This design comes from an exercise in tuning for small area, a short achievable clock period and few clock cycles per item on the open sky130 flow, not from production work.
RTL that was checked went through simulation tests only; none was proved equivalent to the original.
The RTL of run 1 was laid out without a check of its function.
Power is estimated from default activity; no workload was simulated.

==> design.v <==
module sum_stationary #(
  parameter int DATA_WIDTH = 8,
  parameter int N = 4,
  parameter int C_DATA_WIDTH = (2 * DATA_WIDTH) + $clog2(N),
  parameter int COUNTER_BITS = 16,
  parameter int LEN_BITS = 12      
) (
  input                             clk,
  input                             reset,
  input                             a_input_valid,
  input                             b_input_valid,
  input                             output_ready,
  output                            input_ready,
  output logic                      output_valid,
  input                             output_by_row,
  input        [COUNTER_BITS-1:0]   len_input,
  input        [N*DATA_WIDTH-1:0]   a_data,
  input        [N*DATA_WIDTH-1:0]   b_data,
  output logic [N*C_DATA_WIDTH-1:0] c_data_streaming
);
  localparam int DW = DATA_WIDTH;
  localparam int CW = C_DATA_WIDTH;
  logic                in_first;   
  logic [LEN_BITS-1:0] rem;        
  logic                rem_is1;    
  logic                v_r, f_r, l_r;    
  logic [N*DW-1:0]     a_r;              
  logic [N*10-1:0]     t_r;              
  logic [N*4-1:0]      s1_r, s2_r, s3_r;  
  logic                full;       
  logic                b0;         
  logic [N-1:1]        rs, cs;     
  logic                last_beat;
  assign last_beat = rs[N-1] || cs[N-1];
  logic out_xfer;
  assign out_xfer = full && output_ready && !reset;
  assign input_ready = !in_first ||
                       (!(v_r && l_r) && (!full || (last_beat && output_ready)));
  logic hs;
  assign hs = a_input_valid && b_input_valid && input_ready && !reset;
  logic len_is1;
  assign len_is1 = len_input[LEN_BITS-1:0] == 1;
  always_ff @(posedge clk) begin
    if (reset) begin
      in_first <= 1'b1;
      rem      <= '0;
      rem_is1  <= 1'b0;
      v_r      <= 1'b0;
      f_r      <= 1'b0;
      l_r      <= 1'b0;
    end else begin
      v_r <= hs;
      f_r <= hs && in_first;
      l_r <= hs && (in_first ? len_is1 : rem_is1);
      if (hs) begin
        if (in_first) begin
          rem      <= len_input[LEN_BITS-1:0] - 1'b1;
          rem_is1  <= len_input[LEN_BITS-1:0] == 2;
          in_first <= len_is1;
        end else begin
          rem      <= rem - 1'b1;
          rem_is1  <= rem == 2;
          in_first <= rem_is1;
        end
      end
    end
  end
  always_ff @(posedge clk) begin
    a_r <= a_data;
    for (int r = 0; r < N; r++)
      t_r[r*10 +: 10] <= {2'b00, a_data[r*DW +: DW]} + {1'b0, a_data[r*DW +: DW], 1'b0};
    for (int c = 0; c < N; c++)
      for (int k = 0; k < 4; k++) begin
        s1_r[4*c+k] <= hs && b_data[c*DW + 2*k +: 2] == 2'd1;
        s2_r[4*c+k] <= hs && b_data[c*DW + 2*k +: 2] == 2'd2;
        s3_r[4*c+k] <= hs && b_data[c*DW + 2*k +: 2] == 2'd3;
      end
  end
  logic [CW-1:0] acc [N][N];
  generate
    genvar i, j;
    for (i = 0; i < N; i++) begin : row
      for (j = 0; j < N; j++) begin : col
        logic [CW-1:0] acc_in, acc_nx;
        assign acc_in = f_r ? {CW{1'b0}} : acc[i][j];
        ss_mac18 u_mac (
          .a(a_r[i*DW +: DW]),
          .t(t_r[i*10 +: 10]),
          .s1(s1_r[4*j +: 4]),
          .s2(s2_r[4*j +: 4]),
          .s3(s3_r[4*j +: 4]),
          .c(acc_in),
          .y(acc_nx)
        );
        always_ff @(posedge clk) acc[i][j] <= acc_nx;
      end
    end
  endgenerate
  always_ff @(posedge clk) begin
    if (reset) begin
      full <= 1'b0;
      b0   <= 1'b1;
      rs   <= '0;
      cs   <= '0;
    end else begin
      if (out_xfer) begin
        b0 <= last_beat;
        rs <= {rs[N-2:1], b0 && output_by_row};
        cs <= {cs[N-2:1], b0 && !output_by_row};
      end
      if (v_r && l_r) full <= 1'b1;
      else if (out_xfer && last_beat) full <= 1'b0;
    end
  end
  assign output_valid = full;
  always_comb begin
    for (int e = 0; e < N; e++) begin
      c_data_streaming[e*CW +: CW] = b0 ? (output_by_row ? acc[0][e] : acc[e][0]) : '0;
      for (int r = 1; r < N; r++) begin
        c_data_streaming[e*CW +: CW] = c_data_streaming[e*CW +: CW]
                                      | ({CW{rs[r]}} & acc[r][e])
                                      | ({CW{cs[r]}} & acc[e][r]);
      end
    end
  end
endmodule
module ss_mac18 (input [7:0] a, input [9:0] t, input [3:0] s1, input [3:0] s2, input [3:0] s3, input [17:0] c, output [17:0] y);
  wire t1, t2, t3, t4, t5, t6, t7, t8, t9, t10, t11, t12, t13, t14, t15, t16, t17, t18, t19, t20, t21, t22, t23, t24, t25, t26, t27, t28, t29, t30, t31, t32, t33, t34, t35, t36, t37, t38, t39, t40, t41, t42, t43, t44, t45, t46, t47, t48, t49, t50, t51, t52, t53, t54, t55, t56, t57, t58, t59, t60;
  assign t1 = ((s1[0] & a[6]) | (s2[0] & a[5]) | (s3[0] & t[6])) ^ ((s1[1] & a[4]) | (s2[1] & a[3]) | (s3[1] & t[4]));
  assign t2 = ((s1[0] & a[6]) | (s2[0] & a[5]) | (s3[0] & t[6])) & ((s1[1] & a[4]) | (s2[1] & a[3]) | (s3[1] & t[4]));
  assign t3 = ((s1[0] & a[7]) | (s2[0] & a[6]) | (s3[0] & t[7])) ^ ((s1[1] & a[5]) | (s2[1] & a[4]) | (s3[1] & t[5])) ^ ((s1[2] & a[3]) | (s2[2] & a[2]) | (s3[2] & t[3]));
  assign t4 = (((s1[0] & a[7]) | (s2[0] & a[6]) | (s3[0] & t[7])) & ((s1[1] & a[5]) | (s2[1] & a[4]) | (s3[1] & t[5]))) | (((s1[0] & a[7]) | (s2[0] & a[6]) | (s3[0] & t[7])) & ((s1[2] & a[3]) | (s2[2] & a[2]) | (s3[2] & t[3]))) | (((s1[1] & a[5]) | (s2[1] & a[4]) | (s3[1] & t[5])) & ((s1[2] & a[3]) | (s2[2] & a[2]) | (s3[2] & t[3])));
  assign t5 = ((s2[0] & a[7]) | (s3[0] & t[8])) ^ ((s1[1] & a[6]) | (s2[1] & a[5]) | (s3[1] & t[6])) ^ ((s1[2] & a[4]) | (s2[2] & a[3]) | (s3[2] & t[4]));
  assign t6 = (((s2[0] & a[7]) | (s3[0] & t[8])) & ((s1[1] & a[6]) | (s2[1] & a[5]) | (s3[1] & t[6]))) | (((s2[0] & a[7]) | (s3[0] & t[8])) & ((s1[2] & a[4]) | (s2[2] & a[3]) | (s3[2] & t[4]))) | (((s1[1] & a[6]) | (s2[1] & a[5]) | (s3[1] & t[6])) & ((s1[2] & a[4]) | (s2[2] & a[3]) | (s3[2] & t[4])));
  assign t7 = ((s3[0] & t[9])) ^ ((s1[1] & a[7]) | (s2[1] & a[6]) | (s3[1] & t[7])) ^ ((s1[2] & a[5]) | (s2[2] & a[4]) | (s3[2] & t[5]));
  assign t8 = (((s3[0] & t[9])) & ((s1[1] & a[7]) | (s2[1] & a[6]) | (s3[1] & t[7]))) | (((s3[0] & t[9])) & ((s1[2] & a[5]) | (s2[2] & a[4]) | (s3[2] & t[5]))) | (((s1[1] & a[7]) | (s2[1] & a[6]) | (s3[1] & t[7])) & ((s1[2] & a[5]) | (s2[2] & a[4]) | (s3[2] & t[5])));
  assign t9 = ((s2[1] & a[7]) | (s3[1] & t[8])) ^ ((s1[2] & a[6]) | (s2[2] & a[5]) | (s3[2] & t[6]));
  assign t10 = ((s2[1] & a[7]) | (s3[1] & t[8])) & ((s1[2] & a[6]) | (s2[2] & a[5]) | (s3[2] & t[6]));
  assign t11 = ((s3[1] & t[9])) ^ ((s1[2] & a[7]) | (s2[2] & a[6]) | (s3[2] & t[7]));
  assign t12 = ((s3[1] & t[9])) & ((s1[2] & a[7]) | (s2[2] & a[6]) | (s3[2] & t[7]));
  assign t13 = ((s1[0] & a[4]) | (s2[0] & a[3]) | (s3[0] & t[4])) ^ ((s1[1] & a[2]) | (s2[1] & a[1]) | (s3[1] & t[2]));
  assign t14 = ((s1[0] & a[4]) | (s2[0] & a[3]) | (s3[0] & t[4])) & ((s1[1] & a[2]) | (s2[1] & a[1]) | (s3[1] & t[2]));
  assign t15 = ((s1[0] & a[5]) | (s2[0] & a[4]) | (s3[0] & t[5])) ^ ((s1[1] & a[3]) | (s2[1] & a[2]) | (s3[1] & t[3])) ^ ((s1[2] & a[1]) | (s2[2] & a[0]) | (s3[2] & t[1]));
  assign t16 = (((s1[0] & a[5]) | (s2[0] & a[4]) | (s3[0] & t[5])) & ((s1[1] & a[3]) | (s2[1] & a[2]) | (s3[1] & t[3]))) | (((s1[0] & a[5]) | (s2[0] & a[4]) | (s3[0] & t[5])) & ((s1[2] & a[1]) | (s2[2] & a[0]) | (s3[2] & t[1]))) | (((s1[1] & a[3]) | (s2[1] & a[2]) | (s3[1] & t[3])) & ((s1[2] & a[1]) | (s2[2] & a[0]) | (s3[2] & t[1])));
  assign t17 = ((s1[2] & a[2]) | (s2[2] & a[1]) | (s3[2] & t[2])) ^ ((s1[3] & a[0]) | (s3[3] & t[0])) ^ c[6];
  assign t18 = (((s1[2] & a[2]) | (s2[2] & a[1]) | (s3[2] & t[2])) & ((s1[3] & a[0]) | (s3[3] & t[0]))) | (((s1[2] & a[2]) | (s2[2] & a[1]) | (s3[2] & t[2])) & c[6]) | (((s1[3] & a[0]) | (s3[3] & t[0])) & c[6]);
  assign t19 = ((s1[3] & a[1]) | (s2[3] & a[0]) | (s3[3] & t[1])) ^ c[7] ^ t3;
  assign t20 = (((s1[3] & a[1]) | (s2[3] & a[0]) | (s3[3] & t[1])) & c[7]) | (((s1[3] & a[1]) | (s2[3] & a[0]) | (s3[3] & t[1])) & t3) | (c[7] & t3);
  assign t21 = ((s1[3] & a[2]) | (s2[3] & a[1]) | (s3[3] & t[2])) ^ c[8] ^ t5;
  assign t22 = (((s1[3] & a[2]) | (s2[3] & a[1]) | (s3[3] & t[2])) & c[8]) | (((s1[3] & a[2]) | (s2[3] & a[1]) | (s3[3] & t[2])) & t5) | (c[8] & t5);
  assign t23 = ((s1[3] & a[3]) | (s2[3] & a[2]) | (s3[3] & t[3])) ^ c[9] ^ t7;
  assign t24 = (((s1[3] & a[3]) | (s2[3] & a[2]) | (s3[3] & t[3])) & c[9]) | (((s1[3] & a[3]) | (s2[3] & a[2]) | (s3[3] & t[3])) & t7) | (c[9] & t7);
  assign t25 = ((s1[3] & a[4]) | (s2[3] & a[3]) | (s3[3] & t[4])) ^ c[10] ^ t9;
  assign t26 = (((s1[3] & a[4]) | (s2[3] & a[3]) | (s3[3] & t[4])) & c[10]) | (((s1[3] & a[4]) | (s2[3] & a[3]) | (s3[3] & t[4])) & t9) | (c[10] & t9);
  assign t27 = ((s1[3] & a[5]) | (s2[3] & a[4]) | (s3[3] & t[5])) ^ c[11] ^ t11;
  assign t28 = (((s1[3] & a[5]) | (s2[3] & a[4]) | (s3[3] & t[5])) & c[11]) | (((s1[3] & a[5]) | (s2[3] & a[4]) | (s3[3] & t[5])) & t11) | (c[11] & t11);
  assign t29 = ((s2[2] & a[7]) | (s3[2] & t[8])) ^ ((s1[3] & a[6]) | (s2[3] & a[5]) | (s3[3] & t[6])) ^ c[12];
  assign t30 = (((s2[2] & a[7]) | (s3[2] & t[8])) & ((s1[3] & a[6]) | (s2[3] & a[5]) | (s3[3] & t[6]))) | (((s2[2] & a[7]) | (s3[2] & t[8])) & c[12]) | (((s1[3] & a[6]) | (s2[3] & a[5]) | (s3[3] & t[6])) & c[12]);
  assign t31 = ((s3[2] & t[9])) ^ ((s1[3] & a[7]) | (s2[3] & a[6]) | (s3[3] & t[7]));
  assign t32 = ((s3[2] & t[9])) & ((s1[3] & a[7]) | (s2[3] & a[6]) | (s3[3] & t[7]));
  assign t33 = ((s1[0] & a[2]) | (s2[0] & a[1]) | (s3[0] & t[2])) ^ ((s1[1] & a[0]) | (s3[1] & t[0]));
  assign t34 = ((s1[0] & a[2]) | (s2[0] & a[1]) | (s3[0] & t[2])) & ((s1[1] & a[0]) | (s3[1] & t[0]));
  assign t35 = ((s1[0] & a[3]) | (s2[0] & a[2]) | (s3[0] & t[3])) ^ ((s1[1] & a[1]) | (s2[1] & a[0]) | (s3[1] & t[1])) ^ c[3];
  assign t36 = (((s1[0] & a[3]) | (s2[0] & a[2]) | (s3[0] & t[3])) & ((s1[1] & a[1]) | (s2[1] & a[0]) | (s3[1] & t[1]))) | (((s1[0] & a[3]) | (s2[0] & a[2]) | (s3[0] & t[3])) & c[3]) | (((s1[1] & a[1]) | (s2[1] & a[0]) | (s3[1] & t[1])) & c[3]);
  assign t37 = ((s1[2] & a[0]) | (s3[2] & t[0])) ^ c[4] ^ t13;
  assign t38 = (((s1[2] & a[0]) | (s3[2] & t[0])) & c[4]) | (((s1[2] & a[0]) | (s3[2] & t[0])) & t13) | (c[4] & t13);
  assign t39 = c[5] ^ t15 ^ t14;
  assign t40 = (c[5] & t15) | (c[5] & t14) | (t15 & t14);
  assign t41 = t1 ^ t17 ^ t16;
  assign t42 = (t1 & t17) | (t1 & t16) | (t17 & t16);
  assign t43 = t2 ^ t19 ^ t18;
  assign t44 = (t2 & t19) | (t2 & t18) | (t19 & t18);
  assign t45 = t4 ^ t21 ^ t20;
  assign t46 = (t4 & t21) | (t4 & t20) | (t21 & t20);
  assign t47 = t6 ^ t23 ^ t22;
  assign t48 = (t6 & t23) | (t6 & t22) | (t23 & t22);
  assign t49 = t8 ^ t25 ^ t24;
  assign t50 = (t8 & t25) | (t8 & t24) | (t25 & t24);
  assign t51 = t10 ^ t27 ^ t26;
  assign t52 = (t10 & t27) | (t10 & t26) | (t27 & t26);
  assign t53 = t12 ^ t29 ^ t28;
  assign t54 = (t12 & t29) | (t12 & t28) | (t29 & t28);
  assign t55 = c[13] ^ t31 ^ t30;
  assign t56 = (c[13] & t31) | (c[13] & t30) | (t31 & t30);
  assign t57 = ((s2[3] & a[7]) | (s3[3] & t[8])) ^ c[14] ^ t32;
  assign t58 = (((s2[3] & a[7]) | (s3[3] & t[8])) & c[14]) | (((s2[3] & a[7]) | (s3[3] & t[8])) & t32) | (c[14] & t32);
  assign t59 = ((s3[3] & t[9])) ^ c[15];
  assign t60 = ((s3[3] & t[9])) & c[15];
  wire [17:0] r0 = {c[17], c[16], t59, t57, t55, t53, t51, t49, t47, t45, t43, t41, t39, t37, t35, c[2], ((s1[0] & a[1]) | (s2[0] & a[0]) | (s3[0] & t[1])), ((s1[0] & a[0]) | (s3[0] & t[0]))};
  wire [17:0] r1 = {1'b0, t60, t58, t56, t54, t52, t50, t48, t46, t44, t42, t40, t38, t36, t34, t33, c[1], c[0]};
  assign y = r0 + r1;
endmodule
==> run.sh <==
#!/bin/bash
# synth_recipe.tcl (not shown) runs the flow's synth.tcl, then flattens the netlist and writes it again
# the make line also repeats each setting of config.mk as NAME=value (left out here)
make -C /OpenROAD-flow-scripts/flow DESIGN_CONFIG=/design/flow/config.mk WORK_HOME=/design/flow/orfs CLKGATE_MAP_FILE= SYNTH_SCRIPT=/design/flow/synth_recipe.tcl finish
==> config.mk <==
export PLATFORM = sky130hd
export DESIGN_NAME = sum_stationary
export DESIGN_NICKNAME = sum_stationary
export VERILOG_FILES = /design/flow/design.v
export SDC_FILE = /design/flow/constraint.sdc
export NUM_CORES = 4
export LEC_CHECK = 0
export CAP_MARGIN = 20
export CORE_MARGIN = 2
export CORE_UTILIZATION = 40
export PLACE_DENSITY = 0.6
export SLEW_MARGIN = 20
==> constraint.sdc <==
create_clock -name core_clock -period 6.0 [get_ports {clk}]
set_input_delay 1.2000 -clock core_clock [delete_from_list [all_inputs] [get_ports {clk}]]
set_output_delay 1.2000 -clock core_clock [all_outputs]
set_load 0.01 [all_outputs]
==> flow_metrics.py, run 1 <==
metrics = {
    "run_status": {
        "run_status": "complete, no violations",
    },
    "global_routing": {
        "grt_remaining_overflow": 0,
        "antenna_found_initial": 9,
        "via_count_of_the_first_global_routing_pass": 42102,
        "global_route_wire_length_before_repair_microns": 279000,
        "combined_global_route_utilization_of_all_metal_layers": 0.316,
        "grt_max_degree": 57,
    },
    "hold_path": {
        "worstHoldEndpoint": "rem[9]",
        "hold_crit_class": "reg -> reg",
        "min-delay-start": "rem[9]",
        "min_path_cells": 2,
    },
    "place": {
        "dpl_cell_area_sq_um": 49800,
        "placed_cells_incl_taps": 6692,
        "io_buffer_count": 155,
        "detailedPlacementHpwl_microns": 143000,
        "routabilityCongestion": 1.00,
    },
    "synth": {
        "ys_types": 83,
        "synth.cell_area_sq_um": 46300,
        "portion_of_synthesized_cell_area_occupied_by_the_leading_cell_type": 0.185,
        "postSynth.asyncResetShare": 0,
        "synth_seq_area_share": 0.185,
        "postSynthRegisterBits": 429,
        "synth_top_cells_by_area": "sky130_fd_sc_hd__dfxtp_1, sky130_fd_sc_hd__fa_1, sky130_fd_sc_hd__ha_1",
        "synth_top_flop_cell": "sky130_fd_sc_hd__dfxtp_1",
        "netlist_instances": 5253,
        "yosysTopAreaCell": "sky130_fd_sc_hd__dfxtp_1",
        "synthesized_area_divided_by_synthesized_cell_count_sq_um": 8.82,
        "synth_edf_count": 0,
        "synthesis.yosys.warnings": 2,
        "synth_nets": 6150,
    },
    "detailed_routing": {
        "dr.pass1.iters": 22,
        "remaining_drc_errors": 0,
        "initial_drc_count": 9039,
        "routedWlPerCell_microns": 27.9,
        "routed_wl_microns": 190000,
        "via_count": 43588,
        "drt-vias-per-instance": 6.41,
        "final_antenna_net_count": 0,
    },
    "setup_path": {
        "cp_data_arrival_time_ns": 5.77,
        "timing.reg2reg.worst_path_depth": 16,
        "regToRegEndpoint": "acc[4][16]",
        "timing.critical_path.buf_inv": 4,
        "critical-path-slowest-cell": "sky130_fd_sc_hd__dfxtp_1",
        "reg2reg_slack_ns": 0.85,
        "crit_chain": "buf_4 -> a222oi_1 -> fa_1 -> inv_1 -> fa_1 -> inv_1 -> fa_1 -> inv_1 -> ha_1 -> a21o_1 -> a21oi_1 -> nor2b_1 -> o311ai_0 -> a21oi_1 -> nor3_1 -> xnor2_1",
        "cp_data_required_time_ns": 6.62,
        "timing.critical_path.fanout_max": 17,
        "critical_path.startpoint_type": "flip-flop",
        "timing.critical_path.slowest_cell_delay_ns": 1.10,
        "worstReg2RegStart": "a_r[14]",
        "crit_type": "reg -> reg",
        "critical-path-top-delay-family": "adder cells",
        "critPathCaptureType": "flip-flop",
    },
    "sta": {
        "slew-limit-headroom": 0.204,
        "max_clock_freq_mhz": 194,
        "grt_setup_unrepaired": "false",
        "period_needed_ns": 5.15,
        "final_min_period_over_clock_period": 0.858,
        "finClkSkew_ns": 0.0364,
        "final.hold.worst_slack_ns": 0.482,
        "fin_tns_setup_ns": 0,
        "drv_slew": 0,
        "finalHoldViolations": 0,
        "tightestPinTransition_ns": 1.19,
        "finalSetupViolCount": 0,
    },
    "power": {
        "power_density_nw_per_um2": 341,
        "leakagePower_nw": 25.0,
        "internal-power_w": 0.00979,
        "switchingPower_w": 0.00788,
        "share_clk_of_total_power": 0.215,
        "total_power_w": 0.0177,
        "seq_power_share": 0.299,
        "pwr-share-comb": 0.486,
        "power.ir.vdd_worst_mv": 0.211,
        "p_sw_frac": 0.446,
    },
    "cts": {
        "postCtsSetupBuffers": 0,
        "tritoncts.num_buffers": 57,
        "clock_path_buffers": 3,
        "htree_levels": 2,
        "clk_pin_slew_ns": 0.06,
        "worst_skew_pair.late_latency_ns": 0.71,
        "clock_sinks": 429,
        "tritoncts_clock_tree": "done",
        "cts_hold_repair.buffers": 0,
        "cts_resized": 0,
        "ctsRootBufferMaster": "sky130_fd_sc_hd__clkbuf_16",
    },
    "final_layout": {
        "diodes": 0,
        "fill_cells": 11116,
        "areaGrowthSynthToFinish_pct": 11.9,
        "nNetsFinal": 6136,
        "final_common_cell": "sky130_fd_sc_hd__inv_1",
        "final_cells": 6797,
        "finish.instance_area_sq_um": 51800,
        "drive_gt1_frac": 0.0755,
        "most-common-layout-cells": "sky130_fd_sc_hd__inv_1, sky130_fd_sc_hd__a222oi_1, sky130_fd_sc_hd__ha_1",
    },
    "floorplan": {
        "row_count": 124,
        "io_pins": 160,
        "start_util": 0.404,
        "die-height_microns": 344,
        "die-width_microns": 344,
        "core_sq_um": 115000,
        "die_area_sq_um": 119000,
    },
    "run": {
        "timing.max_cap.violations": 0,
    },
}
power groups by stage:
| stage | registers [W] | clock network (W) | logic, W |
|---|---|---|---|
| global route | 0.00530 | 0.00393 | 0.00954 |
| finish | 0.00529 | 0.00379 | 0.00859 |
| CTS | 0.00521 | 0.00383 | 0.00850 |
| detailed placement | 0.00525 | 0 | 0.00844 |
| global placement | 0.00527 | 0 | 0.00830 |
| floorplan | 0.00433 | 0 | 0.00618 |
layout make-up:
type / count / area, sq um / share of cell area
clock inverters: 34 / 460 / 0.00889
well taps: 1512 / 1890 / 0.0365
clock buffers: 71 / 1550 / 0.0299
multi-input cells: 3686 / 33500 / 0.645
inverters: 715 / 2680 / 0.0518
repair buffers: 350 / 3170 / 0.0612
flip-flops and latches: 429 / 8610 / 0.166
logic make-up (layout without fill, tap and decap cells):
group           Yosys count  in the layout  share of synthesized area
buf+inv                1138           1170                     0.0923
flops                   429            429                      0.185
mux                      63             63                     0.0151
fa+ha+maj               811            811                      0.282
xor+xnor                253            253                     0.0478
compound gates         1458           1458                      0.250
simple gates           1101           1101                      0.127
per-stage QoR:
| stage | util | setup WS, ns |
|---|---|---|
| after detailed placement | 0.434 | 1.10 |
| final | 0.452 | 0.851 |
| after floorplan | - | 1.61 |
| after global routing | 0.452 | 0.717 |
| after CTS | 0.452 | 1.07 |
| after global placement | 0.434 | 1.11 |
how the worst max path moves through the flow:
stage	to	cells past startpoint	slack [ns]	from
2_1_floorplan	acc[10][17]	18	1.61	s3_r[8]
3_3_place_gp	acc[5][17]	14	1.11	s1_r[5]
3_5_place_dp	acc[12][15]	16	1.10	s2_r[1]
4_1_cts	acc[4][16]	16	1.07	a_r[14]
5_1_grt	acc[4][16]	16	0.72	a_r[14]
6_report	acc[4][16]	16	0.85	a_r[14]
state kept, by name, summed over array words and instances (netlist names), 3 cells and up:
signal / cells
s1_r: 16
rem: 12
cs: 3
t_r: 40
acc: 288
s2_r: 16
s3_r: 16
rs: 3
a_r: 28
synth_stat cells, drive strengths merged, types with 55 or more instances:
cell type,number
nor2,191
nand2b,132
a21o,111
o21bai,60
ha,423
nand2,188
a221o,55
nor3,60
clkbuf,384
a222oi,466
o21ai,135
a22oi,197
xor2,77
and2,60
nand3,58
dfxtp,429
mux2,55
a21oi,212
fa,388
xnor2,176
nor2b,262
inv,715
layer usage:
layer	up-vias	share of wire	global-route usage
li1	19001	-	-
met1	20941	0.38	0.403
met2	3007	0.40	0.449
met3	625	0.14	0.108
met4	14	0.084	0.211
met5	-	0.00050	0
worst register-to-register path, delay by kind of cell, from the launching register on:
kind | cells | cell delay [ns]
simple gates | 2 | 0.33
compound gates | 5 | 1.01
fa+ha+maj | 4 | 2.01
xor+xnor | 1 | 0.14
buf+inv | 4 | 0.48
flops | 1 | 1.10
==> run 2, diff against run 1 <==
--- a/design.v
+++ b/design.v
@@ -4,5 +4,6 @@
   parameter int C_DATA_WIDTH = (2 * DATA_WIDTH) + $clog2(N),
   parameter int COUNTER_BITS = 16,
-  parameter int LEN_BITS = 12      
+  parameter int LEN_BITS = 12,     
+  parameter int SPLIT = 13         
 ) (
   input                             clk,
@@ -78,4 +79,6 @@
   end
   logic [CW-1:0] acc [N][N];
+  logic          cp [N][N];
+  logic [CW-1:0] res [N][N];      
   generate
     genvar i, j;
@@ -83,6 +86,10 @@
       for (j = 0; j < N; j++) begin : col
         logic [CW-1:0] acc_in, acc_nx;
+        logic cp_nx;
         assign acc_in = f_r ? {CW{1'b0}} : acc[i][j];
+        assign res[i][j] = {acc[i][j][CW-1:SPLIT] + cp[i][j], acc[i][j][SPLIT-1:0]};
         ss_mac18 u_mac (
+          .cp(!f_r && cp[i][j]),
+          .co(cp_nx),
           .a(a_r[i*DW +: DW]),
           .t(t_r[i*10 +: 10]),
@@ -93,5 +100,8 @@
           .y(acc_nx)
         );
-        always_ff @(posedge clk) acc[i][j] <= acc_nx;
+        always_ff @(posedge clk) begin
+          acc[i][j] <= acc_nx;
+          cp[i][j]  <= cp_nx;
+        end
       end
     end
@@ -116,5 +126,5 @@
   always_comb begin
     for (int e = 0; e < N; e++) begin
-      c_data_streaming[e*CW +: CW] = b0 ? (output_by_row ? acc[0][e] : acc[e][0]) : '0;
+      c_data_streaming[e*CW +: CW] = b0 ? (output_by_row ? res[0][e] : res[e][0]) : '0;
       for (int r = 1; r < N; r++) begin
         c_data_streaming[e*CW +: CW] = c_data_streaming[e*CW +: CW]
@@ -125,5 +135,5 @@
   end
 endmodule
-module ss_mac18 (input [7:0] a, input [9:0] t, input [3:0] s1, input [3:0] s2, input [3:0] s3, input [17:0] c, output [17:0] y);
+module ss_mac18 (input [7:0] a, input [9:0] t, input [3:0] s1, input [3:0] s2, input [3:0] s3, input [17:0] c, input cp, output co, output [17:0] y);
   wire t1, t2, t3, t4, t5, t6, t7, t8, t9, t10, t11, t12, t13, t14, t15, t16, t17, t18, t19, t20, t21, t22, t23, t24, t25, t26, t27, t28, t29, t30, t31, t32, t33, t34, t35, t36, t37, t38, t39, t40, t41, t42, t43, t44, t45, t46, t47, t48, t49, t50, t51, t52, t53, t54, t55, t56, t57, t58, t59, t60;
   assign t1 = ((s1[0] & a[6]) | (s2[0] & a[5]) | (s3[0] & t[6])) ^ ((s1[1] & a[4]) | (s2[1] & a[3]) | (s3[1] & t[4]));
@@ -157,6 +167,6 @@
   assign t29 = ((s2[2] & a[7]) | (s3[2] & t[8])) ^ ((s1[3] & a[6]) | (s2[3] & a[5]) | (s3[3] & t[6])) ^ c[12];
   assign t30 = (((s2[2] & a[7]) | (s3[2] & t[8])) & ((s1[3] & a[6]) | (s2[3] & a[5]) | (s3[3] & t[6]))) | (((s2[2] & a[7]) | (s3[2] & t[8])) & c[12]) | (((s1[3] & a[6]) | (s2[3] & a[5]) | (s3[3] & t[6])) & c[12]);
-  assign t31 = ((s3[2] & t[9])) ^ ((s1[3] & a[7]) | (s2[3] & a[6]) | (s3[3] & t[7]));
-  assign t32 = ((s3[2] & t[9])) & ((s1[3] & a[7]) | (s2[3] & a[6]) | (s3[3] & t[7]));
+  assign t31 = ((s3[2] & t[9])) ^ ((s1[3] & a[7]) | (s2[3] & a[6]) | (s3[3] & t[7])) ^ c[13];
+  assign t32 = (((s3[2] & t[9])) & ((s1[3] & a[7]) | (s2[3] & a[6]) | (s3[3] & t[7]))) | (((s3[2] & t[9])) & c[13]) | (((s1[3] & a[7]) | (s2[3] & a[6]) | (s3[3] & t[7])) & c[13]);
   assign t33 = ((s1[0] & a[2]) | (s2[0] & a[1]) | (s3[0] & t[2])) ^ ((s1[1] & a[0]) | (s3[1] & t[0]));
   assign t34 = ((s1[0] & a[2]) | (s2[0] & a[1]) | (s3[0] & t[2])) & ((s1[1] & a[0]) | (s3[1] & t[0]));
@@ -181,6 +191,6 @@
   assign t53 = t12 ^ t29 ^ t28;
   assign t54 = (t12 & t29) | (t12 & t28) | (t29 & t28);
-  assign t55 = c[13] ^ t31 ^ t30;
-  assign t56 = (c[13] & t31) | (c[13] & t30) | (t31 & t30);
+  assign t55 = cp ^ t31 ^ t30;
+  assign t56 = (cp & t31) | (cp & t30) | (t31 & t30);
   assign t57 = ((s2[3] & a[7]) | (s3[3] & t[8])) ^ c[14] ^ t32;
   assign t58 = (((s2[3] & a[7]) | (s3[3] & t[8])) & c[14]) | (((s2[3] & a[7]) | (s3[3] & t[8])) & t32) | (c[14] & t32);
@@ -189,4 +199,7 @@
   wire [17:0] r0 = {c[17], c[16], t59, t57, t55, t53, t51, t49, t47, t45, t43, t41, t39, t37, t35, c[2], ((s1[0] & a[1]) | (s2[0] & a[0]) | (s3[0] & t[1])), ((s1[0] & a[0]) | (s3[0] & t[0]))};
   wire [17:0] r1 = {1'b0, t60, t58, t56, t54, t52, t50, t48, t46, t44, t42, t40, t38, t36, t34, t33, c[1], c[0]};
-  assign y = r0 + r1;
+  wire [13:0] ylo = r0[12:0] + r1[12:0];
+  assign y[12:0] = ylo[12:0];
+  assign co = ylo[13];
+  assign y[17:13] = r0[17:13] + r1[17:13];
 endmodule
--- a/config.mk
+++ b/config.mk
@@ -6,4 +6,5 @@
 export NUM_CORES = 4
 export LEC_CHECK = 0
+export ABC_AREA = 1
 export CAP_MARGIN = 20
 export CORE_MARGIN = 2
==> flow_metrics.py, run 2 <==
metrics = {
    "sta": {
        "slew-limit-headroom": 0.129,
        "finalHoldViolations": 0,
        "period_needed_ns": 5.11,
        "drv_slew": 0,
        "finClkSkew_ns": 0.0588,
        "tightestPinTransition_ns": 1.31,
        "fin_tns_setup_ns": 0,
        "finalSetupViolCount": 0,
        "final.hold.worst_slack_ns": 0.477,
        "final_min_period_over_clock_period": 0.851,
        "max_clock_freq_mhz": 196,
        "grt_setup_unrepaired": "false",
    },
    "setup_path": {
        "critical-path-top-delay-family": "compound AO/OA/AOI/OAI gates",
        "timing.reg2reg.worst_path_depth": 14,
        "regToRegEndpoint": "acc[11][8]",
        "timing.critical_path.slowest_cell_delay_ns": 0.92,
        "cp_data_required_time_ns": 4.80,
        "cp_data_arrival_time_ns": 3.91,
        "cp-endpoint": "c_data_streaming[45]",
        "crit_chain": "inv_1 -> o22ai_1 -> a221oi_1 -> nand3_1 -> clkdlybuf4s50_1",
        "critPathCaptureType": "output pin",
        "cp.depth": 5,
        "timing.critical_path.buf_inv": 2,
        "critical-path-slowest-cell": "sky130_fd_sc_hd__a221oi_1",
        "timing.critical_path.fanout_max": 15,
        "reg2reg_slack_ns": 1.38,
        "critical_path.startpoint": "cs[3]",
        "critical_path.startpoint_type": "flip-flop",
        "crit_type": "reg -> out",
        "worstReg2RegStart": "a_r[18]",
    },
    "final_layout": {
        "largest_register_ffs": 288,
        "finalCoreUtilization": 0.452,
        "regMostFlops": "acc",
        "fill_cells": 12240,
        "drive_gt1_frac": 0.0508,
        "areaGrowthSynthToFinish_pct": 11.7,
        "most-common-layout-cells": "sky130_fd_sc_hd__nand2_1, sky130_fd_sc_hd__inv_1, sky130_fd_sc_hd__nand3_1",
        "largest_registers_ranked_by_flip_flop_count": "acc (288), t_r (40), a_r (28)",
        "final_common_cell": "sky130_fd_sc_hd__nand2_1",
        "nNetsFinal": 7555,
    },
    "detailed_routing": {
        "routedWlPerCell_microns": 29.0,
        "drt-vias-per-instance": 5.98,
        "dr.pass1.iters": 8,
        "via_count": 49588,
        "routed_wl_microns": 240000,
        "initial_drc_count": 6547,
        "remaining_drc_errors": 0,
        "final_antenna_net_count": 0,
    },
    "floorplan": {
        "row_count": 126,
        "core_sq_um": 118000,
        "io_pins": 160,
        "die-height_microns": 350,
        "die_area_sq_um": 123000,
        "start_util": 0.405,
        "die-width_microns": 350,
    },
    "synth": {
        "synth_edf_count": 0,
        "portion_of_synthesized_cell_area_occupied_by_the_leading_cell_type": 0.186,
        "netlist_instances": 6640,
        "most_used_standard_cells_in_the_synthesized_netlist": "sky130_fd_sc_hd__nand2_1, sky130_fd_sc_hd__inv_1, sky130_fd_sc_hd__nand3_1",
        "synth_nets": 7567,
        "synth_seq_area_share": 0.186,
        "ys_types": 44,
        "postSynthRegisterBits": 445,
        "synth_top_flop_cell": "sky130_fd_sc_hd__dfxtp_1",
        "synthesized_area_divided_by_synthesized_cell_count_sq_um": 7.22,
        "synth.most_common_cell": "sky130_fd_sc_hd__nand2_1",
        "synth_top_cells_by_area": "sky130_fd_sc_hd__dfxtp_1, sky130_fd_sc_hd__fa_1, sky130_fd_sc_hd__nand2_1",
        "synth.cell_area_sq_um": 47900,
        "postSynth.asyncResetShare": 0,
        "synthesis.yosys.warnings": 4,
        "yosysTopAreaCell": "sky130_fd_sc_hd__dfxtp_1",
    },
    "power": {
        "leakagePower_nw": 27.0,
        "power.ir.vdd_worst_mv": 0.259,
        "power_density_nw_per_um2": 347,
    },
    "global_routing": {
        "via_count_of_the_first_global_routing_pass": 47731,
        "antenna_found_initial": 11,
        "grt_remaining_overflow": 0,
        "global_route_wire_length_before_repair_microns": 342000,
        "grt_max_degree": 79,
        "combined_global_route_utilization_of_all_metal_layers": 0.388,
    },
    "place": {
        "routabilityCongestion": 1.06,
        "detailedPlacementHpwl_microns": 179000,
        "io_buffer_count": 155,
    },
    "cts": {
        "cts_resized": 0,
        "htree_levels": 2,
        "tritoncts.num_buffers": 59,
        "postCtsSetupBuffers": 0,
        "clock_sinks": 445,
        "tritoncts_clock_tree": "done",
        "worst_skew_pair.late_latency_ns": 0.75,
        "ctsRootBufferMaster": "sky130_fd_sc_hd__clkbuf_16",
        "clock_path_buffers": 3,
        "cts_hold_repair.buffers": 0,
        "clk_pin_slew_ns": 0.06,
    },
    "run_status": {
        "run_status": "complete, no violations",
    },
    "hold_path": {
        "hold_crit_class": "reg -> reg",
        "min_path_cells": 2,
    },
    "run": {
        "timing.max_cap.violations": 0,
    },
}
## run 2: cell families (layout without fill, tap and decap cells)
| family | count (synthesis) | after routing | share of synthesized area |
|---|---|---|---|
| and+or+nand+nor | 2579 | 2579 | 0.221 |
| adders and majority gates | 841 | 841 | 0.285 |
| DFF | 445 | 445 | 0.186 |
| xor gates and xnor gates | 242 | 242 | 0.0442 |
| AOI/OAI and AO/OA | 1204 | 1204 | 0.158 |
| buffers and inverters | 1328 | 1364 | 0.105 |
| other | 0 | 14 | 0 |
| muxes | 1 | 1 | 0.000209 |
## run 2: final cells by class
| type | instances | area [sq um] | area share |
|---|---|---|---|
| multi-input cells | 4867 | 34000 | 0.635 |
| flip-flops and latches | 445 | 8940 | 0.167 |
| inverters | 909 | 3410 | 0.0637 |
| repair buffers | 346 | 3050 | 0.0569 |
| well taps | 1600 | 2000 | 0.0374 |
| clock buffers | 79 | 1630 | 0.0305 |
| clock inverters | 30 | 484 | 0.00905 |
| diodes | 14 | 35.0 | 0.000655 |
## run 2: power by group
part | internal [W] | leakage, nW | switching (W)
combinational | 0.00322 | 22.2 | 0.00580
clock | 0.00232 | 1.02 | 0.00167
sequential | 0.00396 | 3.71 | 0.00161
## run 2: worst min path at each step
stage	start	to	slack [ns]
6_report	rem_is1	rem_is1	0.48
3_5_place_dp	rem_is1	rem_is1	0.47
2_1_floorplan	rem_is1	rem_is1	0.44
3_3_place_gp	rem_is1	rem_is1	0.46
4_1_cts	rem_is1	rem_is1	0.48
5_1_grt	rem_is1	rem_is1	0.50
## run 2: per-layer routing
| metal | vias to the layer above | GRT usage | share of wire |
|---|---|---|---|
| met2 | 3563 | 0.538 | 0.39 |
| li1 | 21624 | - | - |
| met1 | 23577 | 0.490 | 0.38 |
| met5 | - | 0.0122 | 0.0010 |
| met4 | 10 | 0.264 | 0.080 |
| met3 | 814 | 0.152 | 0.14 |
## run 2: worst min-delay path: cells and delay by family, from the launching register on
kind	cells	cell delay [ns]
DFF	1	0.31
and+or+nand+nor	1	0.06
AOI/OAI and AO/OA	1	0.06
## run 2: metrics by stage
stage | setup WS [ns] | instances | instance area [sq um] | total power [W]
global placement | 1.05 | 8165 | 51400 | 0.0142
floorplan | 2.29 | 6640 | 47900 | 0.0103
CTS | 1.02 | 8274 | 53500 | 0.0183
global route | 0.991 | 8276 | 53500 | 0.0196
detailed placement | 1.03 | 8165 | 51400 | 0.0142
finish | 0.893 | 8290 | 53500 | 0.0186
Testbench counts of run 2, summed over its fixed seeds: cycles 5,211, tiles 128.
==> run 3, diff against run 2 <==
--- a/config.mk
+++ b/config.mk
@@ -11,3 +11,4 @@
 export CORE_UTILIZATION = 40
 export PLACE_DENSITY = 0.6
+export SETUP_SLACK_MARGIN = 1.5
 export SLEW_MARGIN = 20
==> flow_metrics.py, run 3 <==
metrics = {
    "run_status": {
        "run_status": "complete, no violations",
    },
    "synth": {
        "most_used_standard_cells_in_the_synthesized_netlist": "sky130_fd_sc_hd__nand2_1, sky130_fd_sc_hd__inv_1, sky130_fd_sc_hd__nand3_1",
        "yosysTopAreaCell": "sky130_fd_sc_hd__dfxtp_1",
        "postSynthRegisterBits": 445,
        "synth_edf_count": 0,
        "synth.most_common_cell": "sky130_fd_sc_hd__nand2_1",
        "portion_of_synthesized_cell_area_occupied_by_the_leading_cell_type": 0.186,
        "synthesis.yosys.warnings": 4,
        "synth.cell_area_sq_um": 47900,
        "postSynth.asyncResetShare": 0,
        "synthesized_area_divided_by_synthesized_cell_count_sq_um": 7.22,
        "synth_top_flop_cell": "sky130_fd_sc_hd__dfxtp_1",
        "synth_nets": 7567,
        "synth_top_cells_by_area": "sky130_fd_sc_hd__dfxtp_1, sky130_fd_sc_hd__fa_1, sky130_fd_sc_hd__nand2_1",
        "netlist_instances": 6640,
        "ys_types": 44,
        "synth_seq_area_share": 0.186,
    },
    "cts": {
        "htree_levels": 2,
        "clock_path_buffers": 3,
        "tritoncts_clock_tree": "done",
        "ctsRootBufferMaster": "sky130_fd_sc_hd__clkbuf_16",
        "worst_skew_pair.late_latency_ns": 0.74,
        "clk_pin_slew_ns": 0.06,
        "tritoncts.num_buffers": 59,
        "clock_sinks": 445,
    },
    "sta": {
        "final_min_period_over_clock_period": 0.759,
        "max_clock_freq_mhz": 220,
        "grt_setup_unrepaired": "true",
        "finalHoldViolations": 0,
        "period_needed_ns": 4.56,
        "tightestPinTransition_ns": 1.19,
        "slew-limit-headroom": 0.205,
        "drv_slew": 0,
        "finClkSkew_ns": 0.0504,
        "finalSetupViolCount": 0,
        "fin_tns_setup_ns": 0,
    },
    "setup_path": {
        "timing.critical_path.buf_inv": 3,
        "critPathCaptureType": "output pin",
        "critical_path.startpoint_type": "flip-flop",
        "timing.critical_path.slowest_cell_delay_ns": 0.57,
        "crit_type": "reg -> out",
        "critical-path-slowest-cell": "sky130_fd_sc_hd__clkdlybuf4s50_1",
        "cp_data_arrival_time_ns": 3.36,
        "cp_data_required_time_ns": 4.80,
        "critical-path-top-delay-family": "buffers and inverters",
        "crit_chain": "inv_1 -> buf_6 -> o22ai_1 -> a21oi_1 -> o2111ai_1 -> clkdlybuf4s50_1",
        "timing.critical_path.fanout_max": 21,
    },
    "final_layout": {
        "regMostFlops": "acc",
        "fill_cells": 12232,
        "final_common_cell": "sky130_fd_sc_hd__nand2_1",
        "largest_registers_ranked_by_flip_flop_count": "acc (288), t_r (40), a_r (28)",
        "largest_register_ffs": 288,
        "register_area_sq_um": 8960,
        "multiInputGateArea_sq_um": 34100,
        "final_cells": 8299,
        "drive_gt1_frac": 0.0598,
        "areaGrowthSynthToFinish_pct": 12.3,
        "nNetsFinal": 7572,
        "most-common-layout-cells": "sky130_fd_sc_hd__nand2_1, sky130_fd_sc_hd__inv_1, sky130_fd_sc_hd__nand3_1",
    },
    "global_routing": {
        "global_route.peak_usage_layer": "met2",
        "grt_use_met2": 0.541,
        "gr-usage-met1": 0.495,
        "via_count_of_the_first_global_routing_pass": 47842,
        "global_route_wire_length_before_repair_microns": 343000,
        "grt_remaining_overflow": 0,
        "antenna_found_initial": 16,
        "grt_max_degree": 79,
        "combined_global_route_utilization_of_all_metal_layers": 0.389,
        "groute.layer.met3.usage": 0.147,
    },
    "power": {
        "power.ir.vdd_worst_mv": 0.254,
        "power_density_nw_per_um2": 345,
        "leakagePower_nw": 27.1,
    },
    "detailed_routing": {
        "remaining_drc_errors": 0,
        "routedWlPerCell_microns": 29.0,
        "via_count": 49479,
        "dr.pass1.iters": 9,
        "initial_drc_count": 6456,
        "routed_wl_microns": 241000,
        "final_antenna_net_count": 0,
        "drt-vias-per-instance": 5.96,
    },
    "hold_path": {
        "hold_crit_class": "reg -> reg",
    },
    "floorplan": {
        "core_sq_um": 118000,
        "io_pins": 160,
        "die-width_microns": 350,
        "die-height_microns": 350,
        "die_area_sq_um": 123000,
        "start_util": 0.405,
        "row_count": 126,
    },
    "place": {
        "io_buffer_count": 155,
        "placed_cells_incl_taps": 8165,
        "detailedPlacementHpwl_microns": 179000,
        "routabilityCongestion": 1.06,
    },
    "run": {
        "timing.max_cap.violations": 0,
    },
}
run 3: through the flow:
step | util | hold slack (ns) | total power [W] | worst slack, ns | area [sq um]
final | 0.455 | 0.476 | 0.0186 | 1.44 | 53800
after global routing | 0.454 | 0.497 | 0.0196 | 1.48 | 53800
after CTS | 0.453 | 0.476 | 0.0183 | 1.46 | 53700
after detailed placement | 0.434 | 0.466 | 0.0142 | 1.03 | 51400
after global placement | 0.434 | 0.457 | 0.0142 | 1.05 | 51400
after floorplan | - | 0.444 | 0.0103 | 2.29 | 47900
run 3: logic make-up (layout without fill, tap and decap cells):
group / count (synthesis) / after routing / synth area share
compound gates: 1204 / 1204 / 0.158
xor+xnor: 242 / 242 / 0.0442
fa+ha+maj: 841 / 841 / 0.285
buf+inv: 1328 / 1381 / 0.105
flops: 445 / 445 / 0.186
mux: 1 / 1 / 0.000209
other cells: 0 / 6 / 0
simple gates: 2579 / 2579 / 0.221
run 3: path summary, 6_finish.rpt:
check,start,endpoint,slack [ns],cells after the start
worst min register to register,rem_is1,rem_is1,0.48,2
worst max-delay path,cs[2],c_data_streaming[55],1.44,6
worst max register to register,s2_r[9],acc[6][9],1.56,12
worst min-delay path,rem_is1,rem_is1,0.48,2
run 3: power by group:
| part | leakage (nW) | switching (W) | total, W | internal, W |
|---|---|---|---|---|
| clock | 1.02 | 0.00167 | 0.00399 | 0.00232 |
| sequential | 3.71 | 0.00161 | 0.00558 | 0.00396 |
| combinational | 22.3 | 0.00579 | 0.00901 | 0.00322 |
| total | 27.1 | 0.00908 | 0.0186 | 0.00950 |
run 3: what timing repair did:
item	in CTS	in global routing
endpoints found under the setup margin	58	43
endpoints found under the hold margin	0	0
buffers inserted	10	9
resized for setup	31	24
cloned	0	0
pin swaps	2	1
hold buffers	0	0
run 3: final cells by class:
cell class              count  share of cell area
clock inverters            30             0.00900
flip-flops and latches    445               0.167
diodes                      6            0.000279
inverters                 909              0.0641
multi-input cells        4867               0.633
clock buffers              79              0.0303
repair buffers            363              0.0595
well taps                1600              0.0372
run 3: tightest hold or removal path, stage by stage, from the launching register on:
cell and delay [ns]:
sky130_fd_sc_hd__dfxtp_1 0.31, sky130_fd_sc_hd__nand2_1 0.06, sky130_fd_sc_hd__a21oi_1 0.05
run 3: layer usage:
layer	up-vias	wire (microns)
met1	23510	92000
met4	18	19100
met2	3474	94500
met3	838	34700
li1	21639	-
met5	-	378
==> run 4, diff against run 3 <==
--- a/config.mk
+++ b/config.mk
@@ -6,9 +6,8 @@
 export NUM_CORES = 4
 export LEC_CHECK = 0
-export ABC_AREA = 1
 export CAP_MARGIN = 20
 export CORE_MARGIN = 2
 export CORE_UTILIZATION = 40
 export PLACE_DENSITY = 0.6
-export SETUP_SLACK_MARGIN = 1.5
+export SETUP_SLACK_MARGIN = 2.0
 export SLEW_MARGIN = 20
==> flow_metrics.py, run 4 <==
metrics = {
    "run_status": {
        "run_status": "complete, no violations",
    },
    "global_routing": {
        "antenna_found_initial": 3,
        "global_route_wire_length_before_repair_microns": 277000,
        "combined_global_route_utilization_of_all_metal_layers": 0.321,
        "via_count_of_the_first_global_routing_pass": 42655,
        "grt_remaining_overflow": 0,
        "grt_max_degree": 76,
    },
    "sta": {
        "finalHoldViolations": 0,
        "fin_tns_setup_ns": 0,
        "tightestPinTransition_ns": 1.19,
        "finClkSkew_ns": 0.0373,
        "period_needed_ns": 4.05,
        "drv_slew": 0,
        "finalSetupViolCount": 0,
        "max_clock_freq_mhz": 247,
        "grt_setup_unrepaired": "true",
        "final_min_period_over_clock_period": 0.675,
        "slew-limit-headroom": 0.204,
    },
    "cts": {
        "clk_pin_slew_ns": 0.07,
        "clock_path_buffers": 3,
        "htree_levels": 2,
        "tritoncts_clock_tree": "done",
        "tritoncts.num_buffers": 56,
        "cts_hold_repair.buffers": 0,
        "ctsRootBufferMaster": "sky130_fd_sc_hd__clkbuf_16",
        "worst_skew_pair.late_latency_ns": 0.71,
        "clock_sinks": 445,
    },
    "synth": {
        "postSynth.asyncResetShare": 0,
        "synthesis.yosys.warnings": 4,
        "postSynthRegisterBits": 445,
        "synth_seq_area_share": 0.197,
        "synth.most_common_cell": "sky130_fd_sc_hd__inv_1",
        "ys_types": 68,
        "synthesized_area_divided_by_synthesized_cell_count_sq_um": 9.11,
        "most_used_standard_cells_in_the_synthesized_netlist": "sky130_fd_sc_hd__inv_1, sky130_fd_sc_hd__a222oi_1, sky130_fd_sc_hd__dfxtp_1",
        "synth_edf_count": 0,
        "synth_nets": 5896,
        "synth_top_flop_cell": "sky130_fd_sc_hd__dfxtp_1",
        "netlist_instances": 4969,
        "synth.cell_area_sq_um": 45300,
        "synth_top_cells_by_area": "sky130_fd_sc_hd__dfxtp_1, sky130_fd_sc_hd__fa_1, sky130_fd_sc_hd__ha_1",
        "portion_of_synthesized_cell_area_occupied_by_the_leading_cell_type": 0.197,
        "yosysTopAreaCell": "sky130_fd_sc_hd__dfxtp_1",
    },
    "final_layout": {
        "largest_register_ffs": 288,
        "most-common-layout-cells": "sky130_fd_sc_hd__inv_1, sky130_fd_sc_hd__a222oi_1, sky130_fd_sc_hd__fa_1",
        "final_common_cell": "sky130_fd_sc_hd__inv_1",
        "register_area_sq_um": 9230,
        "areaGrowthSynthToFinish_pct": 20.0,
        "nNetsFinal": 6061,
        "fill_cells": 10594,
        "largest_registers_ranked_by_flip_flop_count": "acc (288), t_r (40), a_r (28)",
        "multiInputGateArea_sq_um": 33100,
        "finalCoreUtilization": 0.484,
        "regMostFlops": "acc",
        "drive_gt1_frac": 0.155,
    },
    "detailed_routing": {
        "via_count": 43015,
        "remaining_drc_errors": 0,
        "drt-vias-per-instance": 6.44,
        "final_antenna_net_count": 0,
        "routedWlPerCell_microns": 29.4,
        "dr.pass1.iters": 13,
        "routed_wl_microns": 196000,
        "initial_drc_count": 8522,
    },
    "floorplan": {
        "die_area_sq_um": 116000,
        "row_count": 123,
        "io_pins": 160,
        "die-width_microns": 340,
        "start_util": 0.403,
        "core_sq_um": 112000,
        "die-height_microns": 340,
    },
    "setup_path": {
        "critPathCaptureType": "flip-flop",
        "timing.reg2reg.worst_path_depth": 14,
        "cp_data_arrival_time_ns": 4.65,
        "timing.critical_path.fanout_max": 22,
        "cp_data_required_time_ns": 6.60,
        "critical_path.startpoint_type": "flip-flop",
        "crit_type": "reg -> reg",
    },
    "hold_path": {
        "min_path_cells": 2,
        "hold_crit_class": "reg -> reg",
    },
    "power": {
        "power_density_nw_per_um2": 328,
        "leakagePower_nw": 26.9,
        "power.ir.vdd_worst_mv": 0.263,
    },
    "place": {
        "routabilityCongestion": 1.01,
        "io_buffer_count": 155,
        "detailedPlacementHpwl_microns": 138000,
    },
    "run": {
        "timing.max_cap.violations": 0,
    },
}
==> run 4: stage by stage <==
stage	instance area, sq um	setup slack, ns	hold slack (ns)	instances	total power (W)
floorplan	45300	2.00	0.441	4969	0.0100
global placement	48600	1.24	0.453	6399	0.0129
detailed placement	48600	1.26	0.457	6400	0.0130
CTS	52000	1.86	0.468	6552	0.0172
global route	54300	1.82	0.484	6682	0.0188
finish	54300	1.95	0.465	6682	0.0178
==> run 4: timing repair <==
item / CTS / global route
endpoints found under the setup margin: 169 / 76
gates resized for setup: 304 / 268
setup buffers: 45 / 120
pin swaps: 40 / 211
gates cloned: 2 / 9
==> run 4: final timing paths <==
path,start,to,slack [ns]
max,a_r[22],acc[9][12],1.95
min,rem[11],rem[11],0.46
max reg2reg,a_r[22],acc[9][12],1.95
min reg2reg,rem[11],rem[11],0.46
==> run 4: layer usage <==
metal | GRT usage | up-vias | share of wire
li1 | - | 18259 | -
met1 | 0.397 | 20837 | 0.36
met2 | 0.486 | 3128 | 0.42
met3 | 0.0901 | 791 | 0.14
met4 | 0.218 | 0 | 0.085
met5 | 0 | - | 0
==> run 4: critical path, stage by stage, from the launching register on <==
cell and delay, ns:
sky130_fd_sc_hd__dfxtp_4 0.56, sky130_fd_sc_hd__a222oi_1 0.18, sky130_fd_sc_hd__fa_1 0.58, sky130_fd_sc_hd__inv_1 0.06, sky130_fd_sc_hd__fa_1 0.56, sky130_fd_sc_hd__inv_1 0.06, sky130_fd_sc_hd__fa_1 0.51, sky130_fd_sc_hd__inv_1 0.04
sky130_fd_sc_hd__ha_2 0.39, sky130_fd_sc_hd__nand3_1 0.10, sky130_fd_sc_hd__nor3_1 0.30, sky130_fd_sc_hd__a211o_1 0.20, sky130_fd_sc_hd__a31o_4 0.19, sky130_fd_sc_hd__a21oi_2 0.06, sky130_fd_sc_hd__xnor2_1 0.12
==> run 4: cells by family after synthesis <==
kind of cell / Yosys count / share of synthesized area
AOI/OAI and AO/OA: 1293 / 0.231
xor gates and xnor gates: 258 / 0.0499
adders and majority gates: 841 / 0.302
buffers and inverters: 1053 / 0.0881
DFF: 445 / 0.197
muxes: 48 / 0.0119
and+or+nand+nor: 1031 / 0.120
==> run 4: power by group <==
part | internal (W) | total, W | switching [W] | leakage, nW
registers | 0.00391 | 0.00537 | 0.00146 | 3.75
logic | 0.00381 | 0.00848 | 0.00466 | 22.2
clock network | 0.00235 | 0.00395 | 0.00160 | 1.02
==> run 4: area by class of cell <==
cell class	instances	area share
Inverter	645	0.0446
Clock inverter	41	0.0109
Antenna cell	1	0.0000461
Multi-Input combinational cell	3471	0.610
Clock buffer	64	0.0275
Timing Repair Buffer	515	0.102
Tap cell	1500	0.0346
Sequential cell	445	0.170
==> run 5, diff against run 4 <==
--- a/config.mk
+++ b/config.mk
@@ -6,4 +6,5 @@
 export NUM_CORES = 4
 export LEC_CHECK = 0
+export ABC_AREA = 1
 export CAP_MARGIN = 20
 export CORE_MARGIN = 2
==> flow_metrics.py, run 5 <==
metrics = {
    "setup_path": {
        "critical_path.startpoint_type": "flip-flop",
        "cp_data_required_time_ns": 4.80,
        "worstReg2RegStart": "t_r[26]",
        "crit_type": "reg -> out",
        "reg2reg_slack_ns": 2.08,
        "critPathCaptureType": "output pin",
        "cp_data_arrival_time_ns": 2.91,
        "timing.reg2reg.worst_path_depth": 12,
        "regToRegEndpoint": "acc[8][9]",
        "timing.critical_path.fanout_max": 11,
    },
    "sta": {
        "grt_setup_unrepaired": "true",
        "max_clock_freq_mhz": 243,
        "period_needed_ns": 4.11,
        "finalHoldViolations": 0,
        "finClkSkew_ns": 0.0532,
        "drv_slew": 0,
        "finalSetupViolCount": 0,
        "final_min_period_over_clock_period": 0.685,
        "fin_tns_setup_ns": 0,
        "tightestPinTransition_ns": 1.15,
        "slew-limit-headroom": 0.230,
    },
    "cts": {
        "clock_sinks": 445,
        "htree_levels": 2,
        "tritoncts.num_buffers": 59,
        "worst_skew_pair.late_latency_ns": 0.75,
        "clk_pin_slew_ns": 0.06,
        "ctsRootBufferMaster": "sky130_fd_sc_hd__clkbuf_16",
        "clock_path_buffers": 3,
        "tritoncts_clock_tree": "done",
    },
    "place": {
        "io_buffer_count": 155,
        "detailedPlacementHpwl_microns": 179000,
        "placed_cells_incl_taps": 8165,
        "routabilityCongestion": 1.06,
    },
    "detailed_routing": {
        "final_antenna_net_count": 0,
        "drt-vias-per-instance": 6.04,
        "routed_wl_microns": 252000,
        "routedWlPerCell_microns": 30.0,
        "initial_drc_count": 6987,
        "remaining_drc_errors": 0,
        "dr.pass1.iters": 10,
        "via_count": 50872,
    },
    "synth": {
        "most_used_standard_cells_in_the_synthesized_netlist": "sky130_fd_sc_hd__nand2_1, sky130_fd_sc_hd__inv_1, sky130_fd_sc_hd__nand3_1",
        "synth_top_cells_by_area": "sky130_fd_sc_hd__dfxtp_1, sky130_fd_sc_hd__fa_1, sky130_fd_sc_hd__nand2_1",
        "synth_top_flop_cell": "sky130_fd_sc_hd__dfxtp_1",
        "portion_of_synthesized_cell_area_occupied_by_the_leading_cell_type": 0.186,
        "synth_nets": 7567,
        "ys_types": 44,
        "yosysTopAreaCell": "sky130_fd_sc_hd__dfxtp_1",
        "synthesized_area_divided_by_synthesized_cell_count_sq_um": 7.22,
        "synth.most_common_cell": "sky130_fd_sc_hd__nand2_1",
        "synth.cell_area_sq_um": 47900,
        "postSynth.asyncResetShare": 0,
        "synthesis.yosys.warnings": 4,
        "netlist_instances": 6640,
        "postSynthRegisterBits": 445,
        "synth_seq_area_share": 0.186,
        "synth_edf_count": 0,
    },
    "global_routing": {
        "grt_max_degree": 79,
        "combined_global_route_utilization_of_all_metal_layers": 0.393,
        "global_route_wire_length_before_repair_microns": 346000,
        "grt_remaining_overflow": 0,
        "antenna_found_initial": 18,
        "via_count_of_the_first_global_routing_pass": 48209,
    },
    "hold_path": {
        "min_path_cells": 2,
        "worstHoldEndpoint": "rem_is1",
        "min-delay-start": "rem_is1",
        "hold_crit_class": "reg -> reg",
    },
    "final_layout": {
        "most-common-layout-cells": "sky130_fd_sc_hd__nand2_1, sky130_fd_sc_hd__inv_1, sky130_fd_sc_hd__nand3_1",
        "final_common_cell": "sky130_fd_sc_hd__nand2_1",
        "largest_register_ffs": 288,
        "areaGrowthSynthToFinish_pct": 17.7,
        "nNetsFinal": 7680,
        "final_cells": 8417,
        "largest_registers_ranked_by_flip_flop_count": "acc (288), t_r (40), a_r (28)",
        "fill_cells": 12001,
        "regMostFlops": "acc",
        "drive_gt1_frac": 0.0941,
    },
    "power": {
        "share_clk_of_total_power": 0.211,
        "pwr-share-comb": 0.491,
        "leakagePower_nw": 28.3,
        "power.ir.vdd_worst_mv": 0.258,
        "p_sw_frac": 0.494,
        "internal-power_w": 0.00960,
        "seq_power_share": 0.297,
        "switchingPower_w": 0.00936,
        "power_density_nw_per_um2": 336,
    },
    "floorplan": {
        "die-height_microns": 350,
        "start_util": 0.405,
        "row_count": 126,
        "io_pins": 160,
        "core_sq_um": 118000,
        "die_area_sq_um": 123000,
        "die-width_microns": 350,
    },
    "run": {
        "timing.max_cap.violations": 0,
    },
    "run_status": {
        "run_status": "complete, no violations",
    },
}
[run 5: changes by cell type in the layout (fill, tap and decap cells not counted), moves of 255 or more]
| cell | delta |
|---|---|
| sky130_fd_sc_hd__a222oi_1 | -463 |
| sky130_fd_sc_hd__nor2b_1 | -321 |
| sky130_fd_sc_hd__nand3_1 | +413 |
| sky130_fd_sc_hd__nand2_1 | +1268 |
| sky130_fd_sc_hd__inv_1 | +255 |
| sky130_fd_sc_hd__a21oi_1 | +314 |
| sky130_fd_sc_hd__nor2_1 | +335 |
[run 5: layer usage]
metal	wire length, microns	share of wire	vias to the layer above	track usage
met2	97500	0.39	3846	0.549
met3	38300	0.15	1051	0.157
li1	-	-	21877	-
met1	94400	0.37	24074	0.495
met4	21600	0.086	24	0.256
met5	585	0.0023	-	0.0157
[run 5: worst max-delay path by stage]
stage | cells after the start | slack, ns | startpoint | endpoint
global placement | 8 | 1.05 | output_by_row | c_data_streaming[29]
detailed placement | 8 | 1.03 | output_by_row | c_data_streaming[29]
finish | 8 | 1.89 | b0 | c_data_streaming[65]
global route | 8 | 1.88 | output_by_row | c_data_streaming[36]
floorplan | 15 | 2.29 | a_r[21] | acc[9][12]
CTS | 5 | 1.80 | rs[3] | c_data_streaming[37]
[run 5: what timing repair did]
action                     CTS  global route
hold buffers                 0             0
cloned                       1             6
buffers inserted            44            76
resized for setup          215           213
pin swaps                   11            13
hold endpoints to repair     0             0
setup endpoints to repair  171           136
[run 5: critical path, cell delays in order (launching register included)]
cell and delay [ns]:
sky130_fd_sc_hd__dfxtp_1 0.32, sky130_fd_sc_hd__buf_12 0.14, sky130_fd_sc_hd__buf_4 0.19, sky130_fd_sc_hd__nand2_4 0.20, sky130_fd_sc_hd__clkinv_8 0.17, sky130_fd_sc_hd__buf_4 0.21, sky130_fd_sc_hd__a22oi_1 0.22, sky130_fd_sc_hd__o211ai_1 0.18
sky130_fd_sc_hd__clkdlybuf4s50_1 0.52
[run 5: cell families after synthesis]
kind of cell	after synthesis	share of synthesized area
xor gates and xnor gates	242	0.0442
muxes	1	0.000209
adders and majority gates	841	0.285
buffers and inverters	1328	0.105
AOI/OAI and AO/OA	1204	0.158
DFF	445	0.186
and+or+nand+nor	2579	0.221
[run 5: per-stage QoR]
stage / hold WS (ns) / setup slack (ns) / utilization / instance area (sq um) / total power [W]
finish: 0.476 / 1.89 / 0.476 / 56400 / 0.0190
CTS: 0.476 / 1.80 / 0.461 / 54600 / 0.0184
detailed placement: 0.466 / 1.03 / 0.434 / 51400 / 0.0142
global placement: 0.457 / 1.05 / 0.434 / 51400 / 0.0142
global route: 0.497 / 1.88 / 0.476 / 56400 / 0.0199
floorplan: 0.444 / 2.29 / - / 47900 / 0.0103
[run 5: cell type report]
type | count | area (sq um) | area share
clock buffers | 79 | 1630 | 0.0289
diodes | 16 | 40.0 | 0.000710
well taps | 1600 | 2000 | 0.0355
clock inverters | 30 | 484 | 0.00858
multi-input cells | 4867 | 34700 | 0.616
inverters | 909 | 3510 | 0.0622
repair buffers | 471 | 4890 | 0.0867
flip-flops and latches | 445 | 9130 | 0.162
[run 5: power groups by stage]
stage / Combinational, W / Sequential (W) / Clock (W)
2_1_floorplan: 0.00589 / 0.00442 / 0
5_1_grt: 0.0102 / 0.00557 / 0.00414
3_3_place_gp: 0.00867 / 0.00549 / 0
4_1_cts: 0.00885 / 0.00547 / 0.00403
6_report: 0.00932 / 0.00564 / 0.00401
3_5_place_dp: 0.00874 / 0.00547 / 0
==> run 6, diff against run 5 <==
==> flow/run.sh (new file) <==
#!/bin/bash
# The standard layout (standard synthesis, floorplan, placement, CTS,
# routing), with one change: the input and output port buffers that
# global placement inserts are plain buf_2 cells, which the resizer may
# upsize, instead of the clkdlybuf4s50 delay cells buffer_ports picks on
# its own. Every port still gets its buffer.
set -euo pipefail
export BUFFER_PORTS_ARGS="-buffer_cell sky130_fd_sc_hd__buf_2"
bash standard.sh finish > run_standard.log 2>&1
==> standard.sh (new file) <==
#!/bin/bash
# synth_recipe.tcl (not shown) runs the flow's synth.tcl, then flattens the netlist and writes it again
# the make line also repeats each setting of config.mk as NAME=value (left out here)
make -C /OpenROAD-flow-scripts/flow DESIGN_CONFIG=/design/flow/config.mk WORK_HOME=/design/flow/orfs CLKGATE_MAP_FILE= SYNTH_SCRIPT=/design/flow/synth_recipe.tcl "${@:-finish}"
removed: run.sh
==> flow_metrics.py, run 6 <==
metrics = {
    "synth": {
        "synth.most_common_cell": "sky130_fd_sc_hd__nand2_1",
        "synth_seq_area_share": 0.186,
        "postSynth.asyncResetShare": 0,
        "portion_of_synthesized_cell_area_occupied_by_the_leading_cell_type": 0.186,
        "synth.cell_area_sq_um": 47900,
        "ys_types": 44,
        "synth_edf_count": 0,
        "synthesized_area_divided_by_synthesized_cell_count_sq_um": 7.22,
        "netlist_instances": 6640,
        "synthesis.yosys.warnings": 4,
    },
    "hold_path": {
        "min-delay-start": "rem_is1",
        "hold_crit_class": "reg -> reg",
        "worstHoldEndpoint": "rem_is1",
    },
    "setup_path": {
        "critPathCaptureType": "output pin",
        "worstReg2RegStart": "s3_r[7]",
        "timing.critical_path.fanout_max": 18,
        "critical-path-slowest-cell": "sky130_fd_sc_hd__a221oi_2",
        "timing.critical_path.slowest_cell_delay_ns": 0.64,
        "cp_data_required_time_ns": 4.80,
    },
    "cts": {
        "htree_levels": 2,
        "clk_pin_slew_ns": 0.06,
    },
    "global_routing": {
        "via_count_of_the_first_global_routing_pass": 47959,
        "global_route_wire_length_before_repair_microns": 335000,
        "combined_global_route_utilization_of_all_metal_layers": 0.380,
        "grt_remaining_overflow": 0,
        "grt_max_degree": 160,
    },
    "sta": {
        "max_clock_freq_mhz": 243,
        "tightestPinTransition_ns": 1.37,
        "drv_slew": 0,
        "finalHoldViolations": 0,
        "finClkSkew_ns": 0.0664,
        "fin_tns_setup_ns": 0,
    },
    "final_layout": {
        "multiInputGateArea_sq_um": 34300,
        "fill_cells": 12047,
        "nNetsFinal": 7628,
        "final_cells": 8361,
        "register_area_sq_um": 9120,
        "largest_registers_ranked_by_flip_flop_count": "acc (288), t_r (40), a_r (28)",
        "finish.instance_area_sq_um": 54300,
    },
    "power": {
        "power_density_nw_per_um2": 339,
        "power.ir.vdd_worst_mv": 0.275,
    },
    "place": {
        "placed_cells_incl_taps": 8175,
        "io_buffer_count": 155,
    },
    "detailed_routing": {
        "final_antenna_net_count": 0,
        "dr.pass1.iters": 7,
        "remaining_drc_errors": 0,
        "via_count": 50194,
    },
    "floorplan": {
        "row_count": 126,
    },
    "run_status": {
        "run_status": "complete, no violations",
    },
}
-- run 6: how the worst max path moves through the flow --
stage | startpoint | to | cells after the start
6_report | rs[1] | c_data_streaming[56] | 6
4_1_cts | cs[1] | c_data_streaming[18] | 8
3_5_place_dp | output_by_row | c_data_streaming[19] | 8
5_1_grt | cs[1] | c_data_streaming[25] | 8
2_1_floorplan | a_r[21] | acc[9][12] | 15
3_3_place_gp | s2_r[2] | acc[8][8] | 14
-- run 6: timing repair --
| item | 4_1_cts | 5_1_grt |
|---|---|---|
| hold buffers | 0 | 0 |
| resized for setup | 120 | 175 |
| setup buffers | 35 | 26 |
| cloned | 0 | 3 |
| setup endpoints to repair | 159 | 128 |
| pin swaps | 3 | 7 |
-- run 6: metal layers --
metal / GRT usage / part of all wire
met5: 0 / 0.00088
met4: 0.262 / 0.086
met1: 0.473 / 0.37
met2: 0.520 / 0.38
met3: 0.169 / 0.15
-- run 6: power breakdown --
| group | internal (W) | switching [W] | leakage [nW] |
|---|---|---|---|
| Combinational | 0.00309 | 0.00594 | 22.8 |
| Clock | 0.00215 | 0.00170 | 0.967 |
| Sequential | 0.00396 | 0.00156 | 3.73 |
| Total | 0.00920 | 0.00920 | 27.5 |
-- run 6: worst min-delay path: stages, from the launching register on --
cell and delay, ns:
sky130_fd_sc_hd__dfxtp_1 0.31, sky130_fd_sc_hd__nand2_1 0.06, sky130_fd_sc_hd__a21oi_1 0.05
-- run 6: cells by family after synthesis --
logic type      after synthesis  share of synthesized area
flops                       445                      0.186
buf+inv                    1328                      0.105
mux                           1                   0.000209
fa+ha+maj                   841                      0.285
xor+xnor                    242                     0.0442
simple gates               2579                      0.221
compound gates             1204                      0.158
-- run 6: cell type report --
class,instances,share of cell area
Multi-Input combinational cell,4867,0.633
Sequential cell,445,0.168
Inverter,909,0.0643
Timing Repair Buffer,417,0.0600
Tap cell,1600,0.0369
Clock buffer,78,0.0300
Clock inverter,31,0.00745
Antenna cell,13,0.000599
Timing Repair inverter,1,0.0000922
-- run 6: per-stage QoR --
| stage | hold WS [ns] | worst slack [ns] | total power [W] | util |
|---|---|---|---|---|
| after CTS | 0.466 | 2.00 | 0.0179 | 0.450 |
| after global placement | 0.461 | 1.65 | 0.0139 | 0.428 |
| after floorplan | 0.444 | 2.29 | 0.0103 | - |
| after global routing | 0.483 | 1.97 | 0.0193 | 0.458 |
| after detailed placement | 0.457 | 1.66 | 0.0139 | 0.428 |
| final | 0.466 | 1.89 | 0.0184 | 0.458 |

Setup slack of run 6, layout unchanged: 1.891 ns with ideal ports, 1.814 ns with driving cells assumed (clock clkbuf_16, inputs buf_2), 1.936 ns with port delays also shifted by the 0.797 ns mid clock arrival.
